Background: an optimization exercise with open tools, aiming at small area, a short achievable clock period and few clock cycles per item. Do not read the settings as production practice. No functional check of the RTL was part of any run shown here.

File: flow/standard.sh
#!/bin/bash
# synth_recipe.tcl (not shown) runs the flow's synth.tcl, then flattens the netlist and writes it again
# the make line also repeats each setting of config.mk as NAME=value (left out here)
make -C /OpenROAD-flow-scripts/flow DESIGN_CONFIG=/design/flow/config.mk WORK_HOME=/design/flow/orfs CLKGATE_MAP_FILE= SYNTH_SCRIPT=/design/flow/synth_recipe.tcl "${@:-finish}"
File: flow/flow/run.sh
#!/bin/bash
# The standard layout, with the port buffers made from the smallest buffer cell.
set -euo pipefail
export BUFFER_PORTS_ARGS="-buffer_cell sky130_fd_sc_hd__buf_1"
bash standard.sh > standard_flow.log 2>&1
File: flow/constraint.sdc
create_clock -name core_clock -period 14.0 [get_ports {clock}]
set_input_delay 2.8000 -clock core_clock [delete_from_list [all_inputs] [get_ports {clock}]]
set_output_delay 2.8000 -clock core_clock [all_outputs]
set_load 0.01 [all_outputs]
File: flow/design.v
`default_nettype none
module chacha20(input wire clock,
                input wire reset,  
                input wire start,
                input  wire [255:0] key,
                input  wire [63:0] index,  
                input  wire [63:0] nonce,
                output reg done,
                output wire [511:0] out);
    function automatic [31:0] LE32(input [31:0] a);
        LE32 = {a[7:0], a[15:8], a[23:16], a[31:24]};
    endfunction
function automatic [31:0] ADD(input [31:0] a, input [31:0] b);
    reg [31:0] p, g, pp, gg, c;
    begin
    p = a ^ b; g = a & b; pp = p; gg = g;
    gg[1] = gg[1] | (pp[1] & gg[0]); pp[1] = pp[1] & pp[0];
    gg[3] = gg[3] | (pp[3] & gg[2]); pp[3] = pp[3] & pp[2];
    gg[5] = gg[5] | (pp[5] & gg[4]); pp[5] = pp[5] & pp[4];
    gg[7] = gg[7] | (pp[7] & gg[6]); pp[7] = pp[7] & pp[6];
    gg[9] = gg[9] | (pp[9] & gg[8]); pp[9] = pp[9] & pp[8];
    gg[11] = gg[11] | (pp[11] & gg[10]); pp[11] = pp[11] & pp[10];
    gg[13] = gg[13] | (pp[13] & gg[12]); pp[13] = pp[13] & pp[12];
    gg[15] = gg[15] | (pp[15] & gg[14]); pp[15] = pp[15] & pp[14];
    gg[17] = gg[17] | (pp[17] & gg[16]); pp[17] = pp[17] & pp[16];
    gg[19] = gg[19] | (pp[19] & gg[18]); pp[19] = pp[19] & pp[18];
    gg[21] = gg[21] | (pp[21] & gg[20]); pp[21] = pp[21] & pp[20];
    gg[23] = gg[23] | (pp[23] & gg[22]); pp[23] = pp[23] & pp[22];
    gg[25] = gg[25] | (pp[25] & gg[24]); pp[25] = pp[25] & pp[24];
    gg[27] = gg[27] | (pp[27] & gg[26]); pp[27] = pp[27] & pp[26];
    gg[29] = gg[29] | (pp[29] & gg[28]); pp[29] = pp[29] & pp[28];
    gg[31] = gg[31] | (pp[31] & gg[30]); pp[31] = pp[31] & pp[30];
    gg[31] = gg[31] | (pp[31] & gg[29]); pp[31] = pp[31] & pp[29];
    gg[29] = gg[29] | (pp[29] & gg[27]); pp[29] = pp[29] & pp[27];
    gg[27] = gg[27] | (pp[27] & gg[25]); pp[27] = pp[27] & pp[25];
    gg[25] = gg[25] | (pp[25] & gg[23]); pp[25] = pp[25] & pp[23];
    gg[23] = gg[23] | (pp[23] & gg[21]); pp[23] = pp[23] & pp[21];
    gg[21] = gg[21] | (pp[21] & gg[19]); pp[21] = pp[21] & pp[19];
    gg[19] = gg[19] | (pp[19] & gg[17]); pp[19] = pp[19] & pp[17];
    gg[17] = gg[17] | (pp[17] & gg[15]); pp[17] = pp[17] & pp[15];
    gg[15] = gg[15] | (pp[15] & gg[13]); pp[15] = pp[15] & pp[13];
    gg[13] = gg[13] | (pp[13] & gg[11]); pp[13] = pp[13] & pp[11];
    gg[11] = gg[11] | (pp[11] & gg[9]); pp[11] = pp[11] & pp[9];
    gg[9] = gg[9] | (pp[9] & gg[7]); pp[9] = pp[9] & pp[7];
    gg[7] = gg[7] | (pp[7] & gg[5]); pp[7] = pp[7] & pp[5];
    gg[5] = gg[5] | (pp[5] & gg[3]); pp[5] = pp[5] & pp[3];
    gg[3] = gg[3] | (pp[3] & gg[1]); pp[3] = pp[3] & pp[1];
    gg[31] = gg[31] | (pp[31] & gg[27]); pp[31] = pp[31] & pp[27];
    gg[29] = gg[29] | (pp[29] & gg[25]); pp[29] = pp[29] & pp[25];
    gg[27] = gg[27] | (pp[27] & gg[23]); pp[27] = pp[27] & pp[23];
    gg[25] = gg[25] | (pp[25] & gg[21]); pp[25] = pp[25] & pp[21];
    gg[23] = gg[23] | (pp[23] & gg[19]); pp[23] = pp[23] & pp[19];
    gg[21] = gg[21] | (pp[21] & gg[17]); pp[21] = pp[21] & pp[17];
    gg[19] = gg[19] | (pp[19] & gg[15]); pp[19] = pp[19] & pp[15];
    gg[17] = gg[17] | (pp[17] & gg[13]); pp[17] = pp[17] & pp[13];
    gg[15] = gg[15] | (pp[15] & gg[11]); pp[15] = pp[15] & pp[11];
    gg[13] = gg[13] | (pp[13] & gg[9]); pp[13] = pp[13] & pp[9];
    gg[11] = gg[11] | (pp[11] & gg[7]); pp[11] = pp[11] & pp[7];
    gg[9] = gg[9] | (pp[9] & gg[5]); pp[9] = pp[9] & pp[5];
    gg[7] = gg[7] | (pp[7] & gg[3]); pp[7] = pp[7] & pp[3];
    gg[5] = gg[5] | (pp[5] & gg[1]); pp[5] = pp[5] & pp[1];
    gg[31] = gg[31] | (pp[31] & gg[23]); pp[31] = pp[31] & pp[23];
    gg[29] = gg[29] | (pp[29] & gg[21]); pp[29] = pp[29] & pp[21];
    gg[27] = gg[27] | (pp[27] & gg[19]); pp[27] = pp[27] & pp[19];
    gg[25] = gg[25] | (pp[25] & gg[17]); pp[25] = pp[25] & pp[17];
    gg[23] = gg[23] | (pp[23] & gg[15]); pp[23] = pp[23] & pp[15];
    gg[21] = gg[21] | (pp[21] & gg[13]); pp[21] = pp[21] & pp[13];
    gg[19] = gg[19] | (pp[19] & gg[11]); pp[19] = pp[19] & pp[11];
    gg[17] = gg[17] | (pp[17] & gg[9]); pp[17] = pp[17] & pp[9];
    gg[15] = gg[15] | (pp[15] & gg[7]); pp[15] = pp[15] & pp[7];
    gg[13] = gg[13] | (pp[13] & gg[5]); pp[13] = pp[13] & pp[5];
    gg[11] = gg[11] | (pp[11] & gg[3]); pp[11] = pp[11] & pp[3];
    gg[9] = gg[9] | (pp[9] & gg[1]); pp[9] = pp[9] & pp[1];
    gg[31] = gg[31] | (pp[31] & gg[15]); pp[31] = pp[31] & pp[15];
    gg[29] = gg[29] | (pp[29] & gg[13]); pp[29] = pp[29] & pp[13];
    gg[27] = gg[27] | (pp[27] & gg[11]); pp[27] = pp[27] & pp[11];
    gg[25] = gg[25] | (pp[25] & gg[9]); pp[25] = pp[25] & pp[9];
    gg[23] = gg[23] | (pp[23] & gg[7]); pp[23] = pp[23] & pp[7];
    gg[21] = gg[21] | (pp[21] & gg[5]); pp[21] = pp[21] & pp[5];
    gg[19] = gg[19] | (pp[19] & gg[3]); pp[19] = pp[19] & pp[3];
    gg[17] = gg[17] | (pp[17] & gg[1]); pp[17] = pp[17] & pp[1];
    gg[2] = gg[2] | (pp[2] & gg[1]); pp[2] = pp[2] & pp[1];
    gg[4] = gg[4] | (pp[4] & gg[3]); pp[4] = pp[4] & pp[3];
    gg[6] = gg[6] | (pp[6] & gg[5]); pp[6] = pp[6] & pp[5];
    gg[8] = gg[8] | (pp[8] & gg[7]); pp[8] = pp[8] & pp[7];
    gg[10] = gg[10] | (pp[10] & gg[9]); pp[10] = pp[10] & pp[9];
    gg[12] = gg[12] | (pp[12] & gg[11]); pp[12] = pp[12] & pp[11];
    gg[14] = gg[14] | (pp[14] & gg[13]); pp[14] = pp[14] & pp[13];
    gg[16] = gg[16] | (pp[16] & gg[15]); pp[16] = pp[16] & pp[15];
    gg[18] = gg[18] | (pp[18] & gg[17]); pp[18] = pp[18] & pp[17];
    gg[20] = gg[20] | (pp[20] & gg[19]); pp[20] = pp[20] & pp[19];
    gg[22] = gg[22] | (pp[22] & gg[21]); pp[22] = pp[22] & pp[21];
    gg[24] = gg[24] | (pp[24] & gg[23]); pp[24] = pp[24] & pp[23];
    gg[26] = gg[26] | (pp[26] & gg[25]); pp[26] = pp[26] & pp[25];
    gg[28] = gg[28] | (pp[28] & gg[27]); pp[28] = pp[28] & pp[27];
    gg[30] = gg[30] | (pp[30] & gg[29]); pp[30] = pp[30] & pp[29];
    c = {gg[30:0], 1'b0};
    ADD = p ^ c;
    end
endfunction
function automatic [31:0] FADD(input [31:0] a, input [31:0] b);
    reg [31:0] p, g, pp, gg, c;
    begin
    p = a ^ b; g = a & b; pp = p; gg = g;
    gg[31] = gg[31] | (pp[31] & gg[30]); pp[31] = pp[31] & pp[30];
    gg[29] = gg[29] | (pp[29] & gg[28]); pp[29] = pp[29] & pp[28];
    gg[27] = gg[27] | (pp[27] & gg[26]); pp[27] = pp[27] & pp[26];
    gg[25] = gg[25] | (pp[25] & gg[24]); pp[25] = pp[25] & pp[24];
    gg[23] = gg[23] | (pp[23] & gg[22]); pp[23] = pp[23] & pp[22];
    gg[21] = gg[21] | (pp[21] & gg[20]); pp[21] = pp[21] & pp[20];
    gg[19] = gg[19] | (pp[19] & gg[18]); pp[19] = pp[19] & pp[18];
    gg[17] = gg[17] | (pp[17] & gg[16]); pp[17] = pp[17] & pp[16];
    gg[15] = gg[15] | (pp[15] & gg[14]); pp[15] = pp[15] & pp[14];
    gg[13] = gg[13] | (pp[13] & gg[12]); pp[13] = pp[13] & pp[12];
    gg[11] = gg[11] | (pp[11] & gg[10]); pp[11] = pp[11] & pp[10];
    gg[9] = gg[9] | (pp[9] & gg[8]); pp[9] = pp[9] & pp[8];
    gg[7] = gg[7] | (pp[7] & gg[6]); pp[7] = pp[7] & pp[6];
    gg[5] = gg[5] | (pp[5] & gg[4]); pp[5] = pp[5] & pp[4];
    gg[3] = gg[3] | (pp[3] & gg[2]); pp[3] = pp[3] & pp[2];
    gg[1] = gg[1] | (pp[1] & gg[0]); pp[1] = pp[1] & pp[0];
    gg[31] = gg[31] | (pp[31] & gg[29]); pp[31] = pp[31] & pp[29];
    gg[30] = gg[30] | (pp[30] & gg[29]); pp[30] = pp[30] & pp[29];
    gg[27] = gg[27] | (pp[27] & gg[25]); pp[27] = pp[27] & pp[25];
    gg[26] = gg[26] | (pp[26] & gg[25]); pp[26] = pp[26] & pp[25];
    gg[23] = gg[23] | (pp[23] & gg[21]); pp[23] = pp[23] & pp[21];
    gg[22] = gg[22] | (pp[22] & gg[21]); pp[22] = pp[22] & pp[21];
    gg[19] = gg[19] | (pp[19] & gg[17]); pp[19] = pp[19] & pp[17];
    gg[18] = gg[18] | (pp[18] & gg[17]); pp[18] = pp[18] & pp[17];
    gg[15] = gg[15] | (pp[15] & gg[13]); pp[15] = pp[15] & pp[13];
    gg[14] = gg[14] | (pp[14] & gg[13]); pp[14] = pp[14] & pp[13];
    gg[11] = gg[11] | (pp[11] & gg[9]); pp[11] = pp[11] & pp[9];
    gg[10] = gg[10] | (pp[10] & gg[9]); pp[10] = pp[10] & pp[9];
    gg[7] = gg[7] | (pp[7] & gg[5]); pp[7] = pp[7] & pp[5];
    gg[6] = gg[6] | (pp[6] & gg[5]); pp[6] = pp[6] & pp[5];
    gg[3] = gg[3] | (pp[3] & gg[1]); pp[3] = pp[3] & pp[1];
    gg[2] = gg[2] | (pp[2] & gg[1]); pp[2] = pp[2] & pp[1];
    gg[31] = gg[31] | (pp[31] & gg[27]); pp[31] = pp[31] & pp[27];
    gg[30] = gg[30] | (pp[30] & gg[27]); pp[30] = pp[30] & pp[27];
    gg[29] = gg[29] | (pp[29] & gg[27]); pp[29] = pp[29] & pp[27];
    gg[28] = gg[28] | (pp[28] & gg[27]); pp[28] = pp[28] & pp[27];
    gg[23] = gg[23] | (pp[23] & gg[19]); pp[23] = pp[23] & pp[19];
    gg[22] = gg[22] | (pp[22] & gg[19]); pp[22] = pp[22] & pp[19];
    gg[21] = gg[21] | (pp[21] & gg[19]); pp[21] = pp[21] & pp[19];
    gg[20] = gg[20] | (pp[20] & gg[19]); pp[20] = pp[20] & pp[19];
    gg[15] = gg[15] | (pp[15] & gg[11]); pp[15] = pp[15] & pp[11];
    gg[14] = gg[14] | (pp[14] & gg[11]); pp[14] = pp[14] & pp[11];
    gg[13] = gg[13] | (pp[13] & gg[11]); pp[13] = pp[13] & pp[11];
    gg[12] = gg[12] | (pp[12] & gg[11]); pp[12] = pp[12] & pp[11];
    gg[7] = gg[7] | (pp[7] & gg[3]); pp[7] = pp[7] & pp[3];
    gg[6] = gg[6] | (pp[6] & gg[3]); pp[6] = pp[6] & pp[3];
    gg[5] = gg[5] | (pp[5] & gg[3]); pp[5] = pp[5] & pp[3];
    gg[4] = gg[4] | (pp[4] & gg[3]); pp[4] = pp[4] & pp[3];
    gg[31] = gg[31] | (pp[31] & gg[23]); pp[31] = pp[31] & pp[23];
    gg[30] = gg[30] | (pp[30] & gg[23]); pp[30] = pp[30] & pp[23];
    gg[29] = gg[29] | (pp[29] & gg[23]); pp[29] = pp[29] & pp[23];
    gg[28] = gg[28] | (pp[28] & gg[23]); pp[28] = pp[28] & pp[23];
    gg[27] = gg[27] | (pp[27] & gg[23]); pp[27] = pp[27] & pp[23];
    gg[26] = gg[26] | (pp[26] & gg[23]); pp[26] = pp[26] & pp[23];
    gg[25] = gg[25] | (pp[25] & gg[23]); pp[25] = pp[25] & pp[23];
    gg[24] = gg[24] | (pp[24] & gg[23]); pp[24] = pp[24] & pp[23];
    gg[15] = gg[15] | (pp[15] & gg[7]); pp[15] = pp[15] & pp[7];
    gg[14] = gg[14] | (pp[14] & gg[7]); pp[14] = pp[14] & pp[7];
    gg[13] = gg[13] | (pp[13] & gg[7]); pp[13] = pp[13] & pp[7];
    gg[12] = gg[12] | (pp[12] & gg[7]); pp[12] = pp[12] & pp[7];
    gg[11] = gg[11] | (pp[11] & gg[7]); pp[11] = pp[11] & pp[7];
    gg[10] = gg[10] | (pp[10] & gg[7]); pp[10] = pp[10] & pp[7];
    gg[9] = gg[9] | (pp[9] & gg[7]); pp[9] = pp[9] & pp[7];
    gg[8] = gg[8] | (pp[8] & gg[7]); pp[8] = pp[8] & pp[7];
    gg[31] = gg[31] | (pp[31] & gg[15]); pp[31] = pp[31] & pp[15];
    gg[30] = gg[30] | (pp[30] & gg[15]); pp[30] = pp[30] & pp[15];
    gg[29] = gg[29] | (pp[29] & gg[15]); pp[29] = pp[29] & pp[15];
    gg[28] = gg[28] | (pp[28] & gg[15]); pp[28] = pp[28] & pp[15];
    gg[27] = gg[27] | (pp[27] & gg[15]); pp[27] = pp[27] & pp[15];
    gg[26] = gg[26] | (pp[26] & gg[15]); pp[26] = pp[26] & pp[15];
    gg[25] = gg[25] | (pp[25] & gg[15]); pp[25] = pp[25] & pp[15];
    gg[24] = gg[24] | (pp[24] & gg[15]); pp[24] = pp[24] & pp[15];
    gg[23] = gg[23] | (pp[23] & gg[15]); pp[23] = pp[23] & pp[15];
    gg[22] = gg[22] | (pp[22] & gg[15]); pp[22] = pp[22] & pp[15];
    gg[21] = gg[21] | (pp[21] & gg[15]); pp[21] = pp[21] & pp[15];
    gg[20] = gg[20] | (pp[20] & gg[15]); pp[20] = pp[20] & pp[15];
    gg[19] = gg[19] | (pp[19] & gg[15]); pp[19] = pp[19] & pp[15];
    gg[18] = gg[18] | (pp[18] & gg[15]); pp[18] = pp[18] & pp[15];
    gg[17] = gg[17] | (pp[17] & gg[15]); pp[17] = pp[17] & pp[15];
    gg[16] = gg[16] | (pp[16] & gg[15]); pp[16] = pp[16] & pp[15];
    c = {gg[30:0], 1'b0};
    FADD = p ^ c;
    end
endfunction
    localparam CONST = 128'h657870616e642033322d62797465206b;
    wire [511:0] init = {CONST, key, LE32(index[31:0]), LE32(index[63:32]), nonce};
    reg [4:0] i;  
    reg [31:0] y [0:15];  
    wire [31:0] xi [0:15];
    wire [31:0] h [0:15];
    wire ld = start;
    wire fa = i == 5'd19;
    genvar j;
    generate for (j = 0; j < 16; j = j + 1) begin: g_init
        assign xi[j] = LE32(init[511 - 32*j -: 32]);
    end endgenerate
    generate for (j = 0; j < 4; j = j + 1) begin: g_h2
        wire [31:0] a2 = ADD(y[j], y[4+j]);
        wire [31:0] t2 = y[12+j] ^ a2;
        wire [31:0] d2 = {t2[23:0], t2[31:24]};
        wire [31:0] c2 = ADD(y[8+j], d2);
        wire [31:0] t3 = y[4+j] ^ c2;
        wire [31:0] b2 = {t3[24:0], t3[31:25]};
        assign h[     (4-j)%4] = a2;
        assign h[4 +  (5-j)%4] = b2;
        assign h[8 +  (6-j)%4] = c2;
        assign h[12 + (7-j)%4] = d2;
    end endgenerate
    generate for (j = 0; j < 4; j = j + 1) begin: g_h1
        wire [31:0] ai = ld ? xi[j]    : h[j];
        wire [31:0] bi = ld ? xi[4+j]  : fa ? xi[j] : h[4+j];
        wire [31:0] ci = ld ? xi[8+j]  : h[8+j];
        wire [31:0] di = ld ? xi[12+j] : h[12+j];
        wire [31:0] s1 = ADD(ai, bi);
        wire [31:0] t0 = di ^ s1;
        wire [31:0] d1 = {t0[15:0], t0[31:16]};
        wire [31:0] s2 = ADD(ci, (fa ? xi[8+j] : d1));
        wire [31:0] t1 = bi ^ s2;
        wire [31:0] b1 = {t1[19:0], t1[31:20]};
        wire [31:0] fb = FADD(h[4+j], xi[4+j]);
        wire [31:0] fd = FADD(h[12+j], xi[12+j]);
        always @(posedge clock) begin
            y[j]    <= s1;
            y[4+j]  <= fa ? fb : b1;
            y[8+j]  <= s2;
            y[12+j] <= fa ? fd : d1;
        end
    end endgenerate
    always @(posedge clock) begin
        if (i != 5'd20) i <= i + 5'd1;
        if (start) i <= 5'd0;
        done <= fa;
        if (reset) begin
            i <= 5'd20;
            done <= 1'b0;
        end
    end
    generate for (j = 0; j < 16; j = j + 1) begin: g_out
        assign out[511 - 32*j -: 32] = LE32(y[j]);
    end endgenerate
endmodule
File: flow/config.mk
export PLATFORM = sky130hd
export DESIGN_NAME = chacha20
export DESIGN_NICKNAME = chacha20
export VERILOG_FILES = /design/flow/design.v
export SDC_FILE = /design/flow/constraint.sdc
export NUM_CORES = 8
export LEC_CHECK = 0
export CAP_MARGIN = 10
export CORE_MARGIN = 2
export CORE_UTILIZATION = 35
export CTS_CLUSTER_DIAMETER = 80
export CTS_CLUSTER_SIZE = 30
export SETUP_SLACK_MARGIN = 2
export SLEW_MARGIN = 10
==> run summary, run 1 <==
outcome - complete, no violations
CTS Buffer Depth - 3
DIE HEIGHT - 393 um
Starting DRT DRC Count - 6599
Slew @ Worst Pin - 1.33 ns
DR vias - 56000
fin util - 45.3%
final setup vio count - 0
arrival time at the worst endpoint - 14.05 ns
RSZ-0062 raised after global routing - yes
final net count - 8848
residual DRC count - 0
Vias/cell - 5.88
minimum clock period - 13.48 ns
Syn Inst Count - 6076
core footprint - 0.150 mm2
syn nets - 7465
Final Max Slew Viols - 0
starting density of the core - 35.3%
Final Hold Viols - 0
Worst R2R Start - y[3][0]
clk sinks - 518
hold_sp - i[4]
capture point of the worst reg-to-reg path - y[6][11]
setup TNS - 0 ns
Synth async-reset ratio - 0%
Site Rows - 142
Global Route met2 Usage - 64.6%
drt pass-1 iters - 6
htree depth - 2
library cells used by synthesis - 91
vias in the first global route - 53100
Synth Cell Area - 0.0531 mm2
clock root cell - clkbuf_16
Crit Path Category - flip-flop to flip-flop
Die X-Extent - 393 um
CTS clk-pin slew, worst paths - 0.10 ns
Worst R2R Path Depth - 64
Worst-Skew Late Latency - 0.74 ns
post-synthesis compound-gate area fraction - 16.5%
Worst setup SP type - flip-flop
area leader, netlist - dfxtp_1
PortBufs - 899
met1 usage in global routing - 55.8%
Simple-Gate Fraction of Synth Area - 11.0%
Yosys reg bits - 518
post-synthesis mux area share - 4.51%
top cells by area, synth - dfxtp_1 20%, ha_1 17%, fa_1 11%
area grow syn2layout - 28.2%
DPL Wire Length - 312 mm
gr ovfl total - 0
hold crit path type - flip-flop to flip-flop
post-route cell area - 0.0681 mm2
Critical Path RT - 14.56 ns
cell mode on critical path - fa_2
GP Congestion - 1.08
largest family of logic cells by synthesized area - adder cells
CTS tree - done
final wirelength - 355 mm
GRT busiest layer - met2
initial antenna violation count - 47
Slowest cell on crit path - fa_2
GRT Util Overall - 43.8%
xor/xnor cell area share of the yosys netlist - 15.7%
WHS Path Cells - 2
largest net degree at the start of global routing - 94
Period Utilization, post-route - 96.3%
dpl cell area - 0.0617 mm2
met3 Track Usage GR - 10.7%
headroom to the max-slew limit - 10.3%
CTS Buf Count - 54
Crit Path Max Fanout - 2
skew final - 0.0587 ns
adder-cell share of the synthesized area - 27.8%
IO Count - 900
layout cell share with drive strength beyond 1 - 17.2%
Syn Area/Cell - 8.74 um2
top cell type's share of synthesized area - 19.5%
Die ar. - 0.155 mm2
top_reg_cell synth - dfxtp_1
final antenna-violating net count - 0
# Max-Cap Violations - 0
routed len/inst - 37.2 um
R2R Setup Slk - 0.52 ns
Post-synth EDFFs - 0
first-pass GRT wire length - 461 mm
WHS Endpoint - i[4]
Ys Warns - 2
Max Fclk - 74.2 MHz
Max stage delay on crit path - 0.56 ns
share of the yosys chip area belonging to registers - 19.5%
Fillers - 15200
crit path capture type - flip-flop
==> sequential cells by signal, indices dropped and copies added, names as in the netlist <==
name / count
done: 1
i: 5
y: 512
==> per-stage QoR <==
stage / hold slack, ns / setup slack, ns / std cells
after CTS: 0.582 / 0.462 / 9471
after floorplan: 0.545 / 1.81 / 6076
after global routing: 0.595 / 0.149 / 9523
after detailed placement: 0.560 / -0.514 / 9234
after global placement: 0.557 / -0.463 / 9234
final: 0.581 / 0.515 / 9533
==> cells by family (layout without fill, tap and decap cells) <==
kind of cell,Yosys count,after routing
compound gates,1353,1353
xor+xnor,951,951
fa+ha+maj,1002,1002
buf+inv,704,2132
flops,518,518
mux,227,227
other cells,0,13
simple gates,1321,1321
==> final cells by class <==
class	count	area, um2	area share (%)
Multi-Input combinational cell	4854	43000	63.2
Sequential cell	518	10400	15.3
Timing Repair Buffer	1483	7940	11.7
Tap cell	2016	2520	3.70
Inverter	548	2070	3.04
Clock buffer	56	1380	2.03
Clock inverter	45	713	1.05
Antenna cell	13	32.5	0.0478
==> worst max-delay path: cells and delay by family (launching register included) <==
kind,cells,cell delay (ns)
xor+xnor,8,1.65
simple gates,9,0.95
flops,1,0.37
buf+inv,6,0.79
compound gates,31,6.43
fa+ha+maj,10,3.09
==> synthesized netlist by cell type, types with 7 or more instances <==
| cell | n |
|---|---|
| o211ai_1 | 14 |
| xnor2_1 | 514 |
| a21boi_0 | 31 |
| a21o_1 | 252 |
| or2_2 | 10 |
| a21oi_1 | 367 |
| a41oi_1 | 11 |
| a211oi_1 | 17 |
| a22o_1 | 28 |
| mux2i_1 | 131 |
| buf_1 | 43 |
| nand2b_1 | 35 |
| and2_1 | 20 |
| nor4_1 | 10 |
| nand2_1 | 595 |
| o31ai_1 | 30 |
| nand4_1 | 38 |
| nor2b_1 | 48 |
| nor2_1 | 334 |
| xor2_1 | 436 |
| a31o_2 | 16 |
| o21ai_0 | 284 |
| dfxtp_1 | 518 |
| and4_1 | 11 |
| o21bai_1 | 39 |
| a221o_1 | 7 |
| o31a_1 | 8 |
| fa_1 | 296 |
| nor3_1 | 85 |
| ha_1 | 706 |
| mux2_2 | 96 |
| o22ai_1 | 33 |
| o21a_1 | 76 |
| a211o_1 | 11 |
| clkbuf_1 | 108 |
| nand3_1 | 58 |
| and3_1 | 31 |
| or3_1 | 28 |
| a31oi_1 | 35 |
| a2111oi_0 | 9 |
| o21ai_1 | 13 |
| inv_1 | 547 |
==> worst max-delay path by stage <==
stage,start,end,depth (start not counted)
detailed placement,y[0][0],y[5][1],59
floorplan,y[7][0],y[6][11],60
global placement,y[7][0],y[6][11],60
CTS,y[3][0],y[6][11],62
finish,y[3][0],y[6][11],64
global route,y[0][0],y[5][10],69
==> layer usage <==
| metal | up-vias | wire length, um |
|---|---|---|
| met1 | 27600 | 137000 |
| li1 | 23500 | - |
| met3 | 1041 | 38300 |
| met2 | 3770 | 146000 |
| met4 | 42 | 32900 |
| met5 | - | 291 |
==> timing repair <==
action / CTS / global route
hold buffers: 0 / 0
buffers inserted: 136 / 49
endpoints found under the setup margin: 225 / 218
pin swaps: 294 / 141
resized for setup: 383 / 167
==> cells in the final DEF, fill, tap and decap left out, types with 45 or more instances in the layout <==
cell	instances
xor2_2	51
o21a_1	75
xnor2_1	441
a21o_1	252
fa_1	217
o21ai_0	241
nand3_1	53
buf_1	898
mux2i_1	131
ha_1	670
clkbuf_16	54
inv_1	535
xnor2_2	66
nor2_1	330
nand2_1	562
mux2_2	96
xor2_1	378
dfxtp_1	509
nor3_1	79
fa_2	79
a21oi_1	321
nor2b_1	45
buf_4	545
==> run 2, diff against run 1 <==
--- a/flow/design.v
+++ b/flow/design.v
@@ -14,86 +14,135 @@
     reg [31:0] p, g, pp, gg, c;
     begin
     p = a ^ b; g = a & b; pp = p; gg = g;
+    gg[31] = gg[31] | (pp[31] & gg[30]); pp[31] = pp[31] & pp[30];
+    gg[30] = gg[30] | (pp[30] & gg[29]); pp[30] = pp[30] & pp[29];
+    gg[29] = gg[29] | (pp[29] & gg[28]); pp[29] = pp[29] & pp[28];
+    gg[28] = gg[28] | (pp[28] & gg[27]); pp[28] = pp[28] & pp[27];
+    gg[27] = gg[27] | (pp[27] & gg[26]); pp[27] = pp[27] & pp[26];
+    gg[26] = gg[26] | (pp[26] & gg[25]); pp[26] = pp[26] & pp[25];
+    gg[25] = gg[25] | (pp[25] & gg[24]); pp[25] = pp[25] & pp[24];
+    gg[24] = gg[24] | (pp[24] & gg[23]); pp[24] = pp[24] & pp[23];
+    gg[23] = gg[23] | (pp[23] & gg[22]); pp[23] = pp[23] & pp[22];
+    gg[22] = gg[22] | (pp[22] & gg[21]); pp[22] = pp[22] & pp[21];
+    gg[21] = gg[21] | (pp[21] & gg[20]); pp[21] = pp[21] & pp[20];
+    gg[20] = gg[20] | (pp[20] & gg[19]); pp[20] = pp[20] & pp[19];
+    gg[19] = gg[19] | (pp[19] & gg[18]); pp[19] = pp[19] & pp[18];
+    gg[18] = gg[18] | (pp[18] & gg[17]); pp[18] = pp[18] & pp[17];
+    gg[17] = gg[17] | (pp[17] & gg[16]); pp[17] = pp[17] & pp[16];
+    gg[16] = gg[16] | (pp[16] & gg[15]); pp[16] = pp[16] & pp[15];
+    gg[15] = gg[15] | (pp[15] & gg[14]); pp[15] = pp[15] & pp[14];
+    gg[14] = gg[14] | (pp[14] & gg[13]); pp[14] = pp[14] & pp[13];
+    gg[13] = gg[13] | (pp[13] & gg[12]); pp[13] = pp[13] & pp[12];
+    gg[12] = gg[12] | (pp[12] & gg[11]); pp[12] = pp[12] & pp[11];
+    gg[11] = gg[11] | (pp[11] & gg[10]); pp[11] = pp[11] & pp[10];
+    gg[10] = gg[10] | (pp[10] & gg[9]); pp[10] = pp[10] & pp[9];
+    gg[9] = gg[9] | (pp[9] & gg[8]); pp[9] = pp[9] & pp[8];
+    gg[8] = gg[8] | (pp[8] & gg[7]); pp[8] = pp[8] & pp[7];
+    gg[7] = gg[7] | (pp[7] & gg[6]); pp[7] = pp[7] & pp[6];
+    gg[6] = gg[6] | (pp[6] & gg[5]); pp[6] = pp[6] & pp[5];
+    gg[5] = gg[5] | (pp[5] & gg[4]); pp[5] = pp[5] & pp[4];
+    gg[4] = gg[4] | (pp[4] & gg[3]); pp[4] = pp[4] & pp[3];
+    gg[3] = gg[3] | (pp[3] & gg[2]); pp[3] = pp[3] & pp[2];
+    gg[2] = gg[2] | (pp[2] & gg[1]); pp[2] = pp[2] & pp[1];
     gg[1] = gg[1] | (pp[1] & gg[0]); pp[1] = pp[1] & pp[0];
-    gg[3] = gg[3] | (pp[3] & gg[2]); pp[3] = pp[3] & pp[2];
-    gg[5] = gg[5] | (pp[5] & gg[4]); pp[5] = pp[5] & pp[4];
-    gg[7] = gg[7] | (pp[7] & gg[6]); pp[7] = pp[7] & pp[6];
-    gg[9] = gg[9] | (pp[9] & gg[8]); pp[9] = pp[9] & pp[8];
-    gg[11] = gg[11] | (pp[11] & gg[10]); pp[11] = pp[11] & pp[10];
-    gg[13] = gg[13] | (pp[13] & gg[12]); pp[13] = pp[13] & pp[12];
-    gg[15] = gg[15] | (pp[15] & gg[14]); pp[15] = pp[15] & pp[14];
-    gg[17] = gg[17] | (pp[17] & gg[16]); pp[17] = pp[17] & pp[16];
-    gg[19] = gg[19] | (pp[19] & gg[18]); pp[19] = pp[19] & pp[18];
-    gg[21] = gg[21] | (pp[21] & gg[20]); pp[21] = pp[21] & pp[20];
-    gg[23] = gg[23] | (pp[23] & gg[22]); pp[23] = pp[23] & pp[22];
-    gg[25] = gg[25] | (pp[25] & gg[24]); pp[25] = pp[25] & pp[24];
-    gg[27] = gg[27] | (pp[27] & gg[26]); pp[27] = pp[27] & pp[26];
-    gg[29] = gg[29] | (pp[29] & gg[28]); pp[29] = pp[29] & pp[28];
-    gg[31] = gg[31] | (pp[31] & gg[30]); pp[31] = pp[31] & pp[30];
     gg[31] = gg[31] | (pp[31] & gg[29]); pp[31] = pp[31] & pp[29];
+    gg[30] = gg[30] | (pp[30] & gg[28]); pp[30] = pp[30] & pp[28];
     gg[29] = gg[29] | (pp[29] & gg[27]); pp[29] = pp[29] & pp[27];
+    gg[28] = gg[28] | (pp[28] & gg[26]); pp[28] = pp[28] & pp[26];
     gg[27] = gg[27] | (pp[27] & gg[25]); pp[27] = pp[27] & pp[25];
+    gg[26] = gg[26] | (pp[26] & gg[24]); pp[26] = pp[26] & pp[24];
     gg[25] = gg[25] | (pp[25] & gg[23]); pp[25] = pp[25] & pp[23];
+    gg[24] = gg[24] | (pp[24] & gg[22]); pp[24] = pp[24] & pp[22];
     gg[23] = gg[23] | (pp[23] & gg[21]); pp[23] = pp[23] & pp[21];
+    gg[22] = gg[22] | (pp[22] & gg[20]); pp[22] = pp[22] & pp[20];
     gg[21] = gg[21] | (pp[21] & gg[19]); pp[21] = pp[21] & pp[19];
+    gg[20] = gg[20] | (pp[20] & gg[18]); pp[20] = pp[20] & pp[18];
     gg[19] = gg[19] | (pp[19] & gg[17]); pp[19] = pp[19] & pp[17];
+    gg[18] = gg[18] | (pp[18] & gg[16]); pp[18] = pp[18] & pp[16];
     gg[17] = gg[17] | (pp[17] & gg[15]); pp[17] = pp[17] & pp[15];
+    gg[16] = gg[16] | (pp[16] & gg[14]); pp[16] = pp[16] & pp[14];
     gg[15] = gg[15] | (pp[15] & gg[13]); pp[15] = pp[15] & pp[13];
+    gg[14] = gg[14] | (pp[14] & gg[12]); pp[14] = pp[14] & pp[12];
     gg[13] = gg[13] | (pp[13] & gg[11]); pp[13] = pp[13] & pp[11];
+    gg[12] = gg[12] | (pp[12] & gg[10]); pp[12] = pp[12] & pp[10];
     gg[11] = gg[11] | (pp[11] & gg[9]); pp[11] = pp[11] & pp[9];
+    gg[10] = gg[10] | (pp[10] & gg[8]); pp[10] = pp[10] & pp[8];
     gg[9] = gg[9] | (pp[9] & gg[7]); pp[9] = pp[9] & pp[7];
+    gg[8] = gg[8] | (pp[8] & gg[6]); pp[8] = pp[8] & pp[6];
     gg[7] = gg[7] | (pp[7] & gg[5]); pp[7] = pp[7] & pp[5];
+    gg[6] = gg[6] | (pp[6] & gg[4]); pp[6] = pp[6] & pp[4];
     gg[5] = gg[5] | (pp[5] & gg[3]); pp[5] = pp[5] & pp[3];
+    gg[4] = gg[4] | (pp[4] & gg[2]); pp[4] = pp[4] & pp[2];
     gg[3] = gg[3] | (pp[3] & gg[1]); pp[3] = pp[3] & pp[1];
+    gg[2] = gg[2] | (pp[2] & gg[0]); pp[2] = pp[2] & pp[0];
     gg[31] = gg[31] | (pp[31] & gg[27]); pp[31] = pp[31] & pp[27];
+    gg[30] = gg[30] | (pp[30] & gg[26]); pp[30] = pp[30] & pp[26];
     gg[29] = gg[29] | (pp[29] & gg[25]); pp[29] = pp[29] & pp[25];
+    gg[28] = gg[28] | (pp[28] & gg[24]); pp[28] = pp[28] & pp[24];
     gg[27] = gg[27] | (pp[27] & gg[23]); pp[27] = pp[27] & pp[23];
+    gg[26] = gg[26] | (pp[26] & gg[22]); pp[26] = pp[26] & pp[22];
     gg[25] = gg[25] | (pp[25] & gg[21]); pp[25] = pp[25] & pp[21];
+    gg[24] = gg[24] | (pp[24] & gg[20]); pp[24] = pp[24] & pp[20];
     gg[23] = gg[23] | (pp[23] & gg[19]); pp[23] = pp[23] & pp[19];
+    gg[22] = gg[22] | (pp[22] & gg[18]); pp[22] = pp[22] & pp[18];
     gg[21] = gg[21] | (pp[21] & gg[17]); pp[21] = pp[21] & pp[17];
+    gg[20] = gg[20] | (pp[20] & gg[16]); pp[20] = pp[20] & pp[16];
     gg[19] = gg[19] | (pp[19] & gg[15]); pp[19] = pp[19] & pp[15];
+    gg[18] = gg[18] | (pp[18] & gg[14]); pp[18] = pp[18] & pp[14];
     gg[17] = gg[17] | (pp[17] & gg[13]); pp[17] = pp[17] & pp[13];
+    gg[16] = gg[16] | (pp[16] & gg[12]); pp[16] = pp[16] & pp[12];
     gg[15] = gg[15] | (pp[15] & gg[11]); pp[15] = pp[15] & pp[11];
+    gg[14] = gg[14] | (pp[14] & gg[10]); pp[14] = pp[14] & pp[10];
     gg[13] = gg[13] | (pp[13] & gg[9]); pp[13] = pp[13] & pp[9];
+    gg[12] = gg[12] | (pp[12] & gg[8]); pp[12] = pp[12] & pp[8];
     gg[11] = gg[11] | (pp[11] & gg[7]); pp[11] = pp[11] & pp[7];
+    gg[10] = gg[10] | (pp[10] & gg[6]); pp[10] = pp[10] & pp[6];
     gg[9] = gg[9] | (pp[9] & gg[5]); pp[9] = pp[9] & pp[5];
+    gg[8] = gg[8] | (pp[8] & gg[4]); pp[8] = pp[8] & pp[4];
     gg[7] = gg[7] | (pp[7] & gg[3]); pp[7] = pp[7] & pp[3];
+    gg[6] = gg[6] | (pp[6] & gg[2]); pp[6] = pp[6] & pp[2];
     gg[5] = gg[5] | (pp[5] & gg[1]); pp[5] = pp[5] & pp[1];
+    gg[4] = gg[4] | (pp[4] & gg[0]); pp[4] = pp[4] & pp[0];
     gg[31] = gg[31] | (pp[31] & gg[23]); pp[31] = pp[31] & pp[23];
+    gg[30] = gg[30] | (pp[30] & gg[22]); pp[30] = pp[30] & pp[22];
     gg[29] = gg[29] | (pp[29] & gg[21]); pp[29] = pp[29] & pp[21];
+    gg[28] = gg[28] | (pp[28] & gg[20]); pp[28] = pp[28] & pp[20];
     gg[27] = gg[27] | (pp[27] & gg[19]); pp[27] = pp[27] & pp[19];
+    gg[26] = gg[26] | (pp[26] & gg[18]); pp[26] = pp[26] & pp[18];
     gg[25] = gg[25] | (pp[25] & gg[17]); pp[25] = pp[25] & pp[17];
+    gg[24] = gg[24] | (pp[24] & gg[16]); pp[24] = pp[24] & pp[16];
     gg[23] = gg[23] | (pp[23] & gg[15]); pp[23] = pp[23] & pp[15];
+    gg[22] = gg[22] | (pp[22] & gg[14]); pp[22] = pp[22] & pp[14];
     gg[21] = gg[21] | (pp[21] & gg[13]); pp[21] = pp[21] & pp[13];
+    gg[20] = gg[20] | (pp[20] & gg[12]); pp[20] = pp[20] & pp[12];
     gg[19] = gg[19] | (pp[19] & gg[11]); pp[19] = pp[19] & pp[11];
+    gg[18] = gg[18] | (pp[18] & gg[10]); pp[18] = pp[18] & pp[10];
     gg[17] = gg[17] | (pp[17] & gg[9]); pp[17] = pp[17] & pp[9];
+    gg[16] = gg[16] | (pp[16] & gg[8]); pp[16] = pp[16] & pp[8];
     gg[15] = gg[15] | (pp[15] & gg[7]); pp[15] = pp[15] & pp[7];
+    gg[14] = gg[14] | (pp[14] & gg[6]); pp[14] = pp[14] & pp[6];
     gg[13] = gg[13] | (pp[13] & gg[5]); pp[13] = pp[13] & pp[5];
+    gg[12] = gg[12] | (pp[12] & gg[4]); pp[12] = pp[12] & pp[4];
     gg[11] = gg[11] | (pp[11] & gg[3]); pp[11] = pp[11] & pp[3];
+    gg[10] = gg[10] | (pp[10] & gg[2]); pp[10] = pp[10] & pp[2];
     gg[9] = gg[9] | (pp[9] & gg[1]); pp[9] = pp[9] & pp[1];
+    gg[8] = gg[8] | (pp[8] & gg[0]); pp[8] = pp[8] & pp[0];
     gg[31] = gg[31] | (pp[31] & gg[15]); pp[31] = pp[31] & pp[15];
+    gg[30] = gg[30] | (pp[30] & gg[14]); pp[30] = pp[30] & pp[14];
     gg[29] = gg[29] | (pp[29] & gg[13]); pp[29] = pp[29] & pp[13];
+    gg[28] = gg[28] | (pp[28] & gg[12]); pp[28] = pp[28] & pp[12];
     gg[27] = gg[27] | (pp[27] & gg[11]); pp[27] = pp[27] & pp[11];
+    gg[26] = gg[26] | (pp[26] & gg[10]); pp[26] = pp[26] & pp[10];
     gg[25] = gg[25] | (pp[25] & gg[9]); pp[25] = pp[25] & pp[9];
+    gg[24] = gg[24] | (pp[24] & gg[8]); pp[24] = pp[24] & pp[8];
     gg[23] = gg[23] | (pp[23] & gg[7]); pp[23] = pp[23] & pp[7];
+    gg[22] = gg[22] | (pp[22] & gg[6]); pp[22] = pp[22] & pp[6];
     gg[21] = gg[21] | (pp[21] & gg[5]); pp[21] = pp[21] & pp[5];
+    gg[20] = gg[20] | (pp[20] & gg[4]); pp[20] = pp[20] & pp[4];
     gg[19] = gg[19] | (pp[19] & gg[3]); pp[19] = pp[19] & pp[3];
+    gg[18] = gg[18] | (pp[18] & gg[2]); pp[18] = pp[18] & pp[2];
     gg[17] = gg[17] | (pp[17] & gg[1]); pp[17] = pp[17] & pp[1];
-    gg[2] = gg[2] | (pp[2] & gg[1]); pp[2] = pp[2] & pp[1];
-    gg[4] = gg[4] | (pp[4] & gg[3]); pp[4] = pp[4] & pp[3];
-    gg[6] = gg[6] | (pp[6] & gg[5]); pp[6] = pp[6] & pp[5];
-    gg[8] = gg[8] | (pp[8] & gg[7]); pp[8] = pp[8] & pp[7];
-    gg[10] = gg[10] | (pp[10] & gg[9]); pp[10] = pp[10] & pp[9];
-    gg[12] = gg[12] | (pp[12] & gg[11]); pp[12] = pp[12] & pp[11];
-    gg[14] = gg[14] | (pp[14] & gg[13]); pp[14] = pp[14] & pp[13];
-    gg[16] = gg[16] | (pp[16] & gg[15]); pp[16] = pp[16] & pp[15];
-    gg[18] = gg[18] | (pp[18] & gg[17]); pp[18] = pp[18] & pp[17];
-    gg[20] = gg[20] | (pp[20] & gg[19]); pp[20] = pp[20] & pp[19];
-    gg[22] = gg[22] | (pp[22] & gg[21]); pp[22] = pp[22] & pp[21];
-    gg[24] = gg[24] | (pp[24] & gg[23]); pp[24] = pp[24] & pp[23];
-    gg[26] = gg[26] | (pp[26] & gg[25]); pp[26] = pp[26] & pp[25];
-    gg[28] = gg[28] | (pp[28] & gg[27]); pp[28] = pp[28] & pp[27];
-    gg[30] = gg[30] | (pp[30] & gg[29]); pp[30] = pp[30] & pp[29];
+    gg[16] = gg[16] | (pp[16] & gg[0]); pp[16] = pp[16] & pp[0];
     c = {gg[30:0], 1'b0};
     ADD = p ^ c;
     end
==> run 2 against run 1 <==
  * Flip-flop and latch count did not move
  * Highest routed layer unchanged
  * Still clean on timing, DRC and antenna
  * Worst hold slack improved by 0.014 ns
  * Critical path type unchanged
==> run summary, run 2 <==
Period Utilization, post-route - 84.2% (-12 points)
Crit Path Category - flip-flop to flip-flop
capture point of the worst reg-to-reg path - y[5][11]
Slowest cell on crit path - xor2_1
worst setup path endpoint - y[5][11]
dpl cell area - 0.0643 mm2 (+4.2%)
Starting DRT DRC Count - 7981 (+21%)
Synth async-reset ratio - 0% (unchanged)
Final Hold Viols - 0 (unchanged)
CTS clk-pin slew, worst paths - 0.09 ns (about the same)
vias in the first global route - 59000 (+11%)
post-route cell area - 0.0691 mm2 (+1.5%)
# Max-Cap Violations - 0 (unchanged)
Cells after DPL - 10200 (+10%)
Synth Cell Area - 0.0577 mm2 (+8.6%)
minimum clock period - 11.78 ns (-1.70 ns)
starting density of the core - 35.4% (about the same)
Worst-Skew Late Latency - 0.73 ns (about the same)
htree depth - 2 (unchanged)
Stages on worst setup path - 43 (-33%)
PortBufs - 899 (unchanged)
max reg flops - 512 (unchanged)
syn nets - 8341 (+12%)
Max stage delay on crit path - 0.95 ns (+0.39 ns)
DIE HEIGHT - 410 um (+4.2%)
area grow syn2layout - 19.8%
Max Fclk - 84.9 MHz (+14%)
clk sinks - 518 (unchanged)
Slew @ Worst Pin - 1.43 ns (+0.0999 ns)
Syn Inst Count - 7159 (+18%)
Syn Area/Cell - 8.06 um2 (-7.8%)
clock root cell - clkbuf_16
area leader, netlist - dfxtp_1
residual DRC count - 0 (unchanged)
most common cell after layout, fill and taps aside - buf_1
Worst R2R Start - y[4][5]
layout cell share with drive strength beyond 1 - 9.59% (-7.6 points)
delay-heaviest family, CP - compound AO/OA/AOI/OAI gates
CTS Buf Count - 56 (+3.7%)
final setup vio count - 0 (unchanged)
top cell type's share of synthesized area - 18.0% (-1.6 points)
Largest Register - y
DPL Wire Length - 338 mm (+8.6%)
final wirelength - 389 mm (+9.7%)
routed len/inst - 37.5 um (+0.70%)
outcome - complete, no violations
Critical Path RT - 14.63 ns (+0.07 ns)
WHS - 0.595 ns (+0.0143 ns)
cell mode on critical path - buf_4
Die X-Extent - 410 um (+4.2%)
crit path capture type - flip-flop
headroom to the max-slew limit - 4.21% (-6.0 points)
core footprint - 0.163 mm2 (+8.5%)
RSZ-0062 raised after global routing - yes
Final Max Slew Viols - 0 (unchanged)
Yosys reg bits - 518 (unchanged)
gr ovfl total - 0 (unchanged)
GRT Util Overall - 44.0% (+0.13 points)
GP Congestion - 1.09 (+1.1%)
IO Count - 900 (unchanged)
share of the yosys chip area belonging to registers - 18.0% (-1.6 points)
library cells used by synthesis - 98 (+7.7%)
first-pass GRT wire length - 505 mm (+9.7%)
hold crit path type - flip-flop to flip-flop
Die ar. - 0.168 mm2 (+8.6%)
final antenna-violating net count - 0 (unchanged)
Ys Warns - 2 (unchanged)
drt pass-1 iters - 6 (unchanged)
Finished Layout Cells - 10400 (+8.9%)
Fillers - 16900 (+11%)
CTS tree - done
Vias/cell - 6.18 (+5.1%)
top cells by area, synth - dfxtp_1 18%, ha_1 16%, xnor2_1 9.9%
skew final - 0.0464 ns (-0.0123 ns)
final net count - 9331 (+5.5%)
CTS Buffer Depth - 3 (unchanged)
Post-CTS Hold Buffers - 0 (unchanged)
biggest regs - y (512), i (5), done (1)
DR vias - 64200 (+14%)
Crit Path Max Fanout - 6 (+4)
Site Rows - 148 (+4.2%)
R2R Setup Slk - 2.22 ns (+1.70 ns)
Worst setup SP type - flip-flop
setup TNS - 0 ns (unchanged)
initial antenna violation count - 63 (+34%)
critical path buffer and inverter count - 5 (-1)
arrival time at the worst endpoint - 12.41 ns (-1.64 ns)
largest net degree at the start of global routing - 94 (unchanged)
launch point of the worst path - y[4][5]
Synth top cells by count - 739 x ha_1, 660 x a21oi_1, 650 x xnor2_1
fin util - 42.3% (-3.0 points)
most frequent cells in the layout - 898 x buf_1, 725 x ha_1, 623 x nor2_1, 619 x a21oi_1, 594 x xnor2_1
top_reg_cell synth - dfxtp_1
Post-synth EDFFs - 0 (unchanged)
Worst R2R Path Depth - 43 (-33%)
count leader, synth - ha_1
run 2: worst min path at each step:
stage / start / to / cells past startpoint
floorplan: i[4] / i[4] / 2
global placement: i[4] / i[4] / 2
detailed placement: i[0] / i[0] / 2
CTS: i[0] / i[0] / 2
global route: i[0] / i[0] / 2
finish: i[0] / i[0] / 2
run 2: what timing repair did:
action,4_1_cts,5_1_grt
gates resized for setup,157,240
setup buffers,27,48
endpoints found under the setup margin,135,134
pin swaps,27,86
run 2: cell families (layout without fill, tap and decap cells):
kind of cell / Yosys count / in the layout / share of synthesized area, %
AOI/OAI and AO/OA: 2179 / 2179 / 24.4
and+or+nand+nor: 1910 / 1910 / 15.2
xor gates and xnor gates: 1148 / 1148 / 18.5
adders and majority gates: 795 / 795 / 18.0
DFF: 518 / 518 / 18.0
buffers and inverters: 435 / 1471 / 2.83
muxes: 174 / 174 / 3.06
other: 0 / 15 / 0
run 2: area by class of cell:
cell class,count,area [um2],share of cell area [%]
Tap cell,2175,2720,3.94
Multi-Input combinational cell,6206,47700,69.1
Timing Repair Buffer,1137,5200,7.53
Inverter,230,871,1.26
Clock inverter,45,663,0.960
Sequential cell,518,10400,15.1
Clock buffer,59,1440,2.09
Antenna cell,15,37.5,0.0543
run 2: routing by layer:
metal / up-vias / track usage [%] / share of wire (%)
met5: - / 0 / 0.063
met4: 36 / 29.7 / 8.3
met3: 952 / 10.5 / 11
met2: 4119 / 64.8 / 41
met1: 31300 / 56.7 / 40
li1: 27800 / - / -
run 2: per-stage QoR:
stage / setup WS (ns)
final: 2.22
after global routing: 1.91
after CTS: 2.00
after detailed placement: 0.146
after global placement: 0.115
after floorplan: 3.06
run 2: tightest hold or removal path: stages (launching register included):
cell and delay [ns]:
dfxtp_1 0.35, xnor2_1 0.16, nor3_1 0.04

-- what the ideal ports hide --
No port has a modelled driver above. Below, the same layouts with a new extraction and two added sets of constraints. Step 1: set_driving_cell puts a clkbuf_16 on clock and a buf_2 on each other input, an assumption about the parent block. Step 2 also shifts input and output timing later by t, the mid clock arrival at the registers, as if the neighbouring blocks saw the same clock. Slacks: no drivers / after step 1 / after step 2; pairs: no drivers / after step 1.
| run | shift t [ns] | slack for setup (ns) | worst setup path after step 2 | latest minus earliest clock arrival (ns) | worst slew at a driven data input, ns |
|---|---|---|---|---|---|
| run 1 | 0.802 | 0.515 / 0.515 / 0.515 | register to register | 0.059 / 0.059 | 0.23 |
| run 2 | 0.787 | 2.219 / 2.219 / 2.219 | register to register | 0.046 / 0.046 | 0.29 |
After both steps every run listed still meets setup and hold.
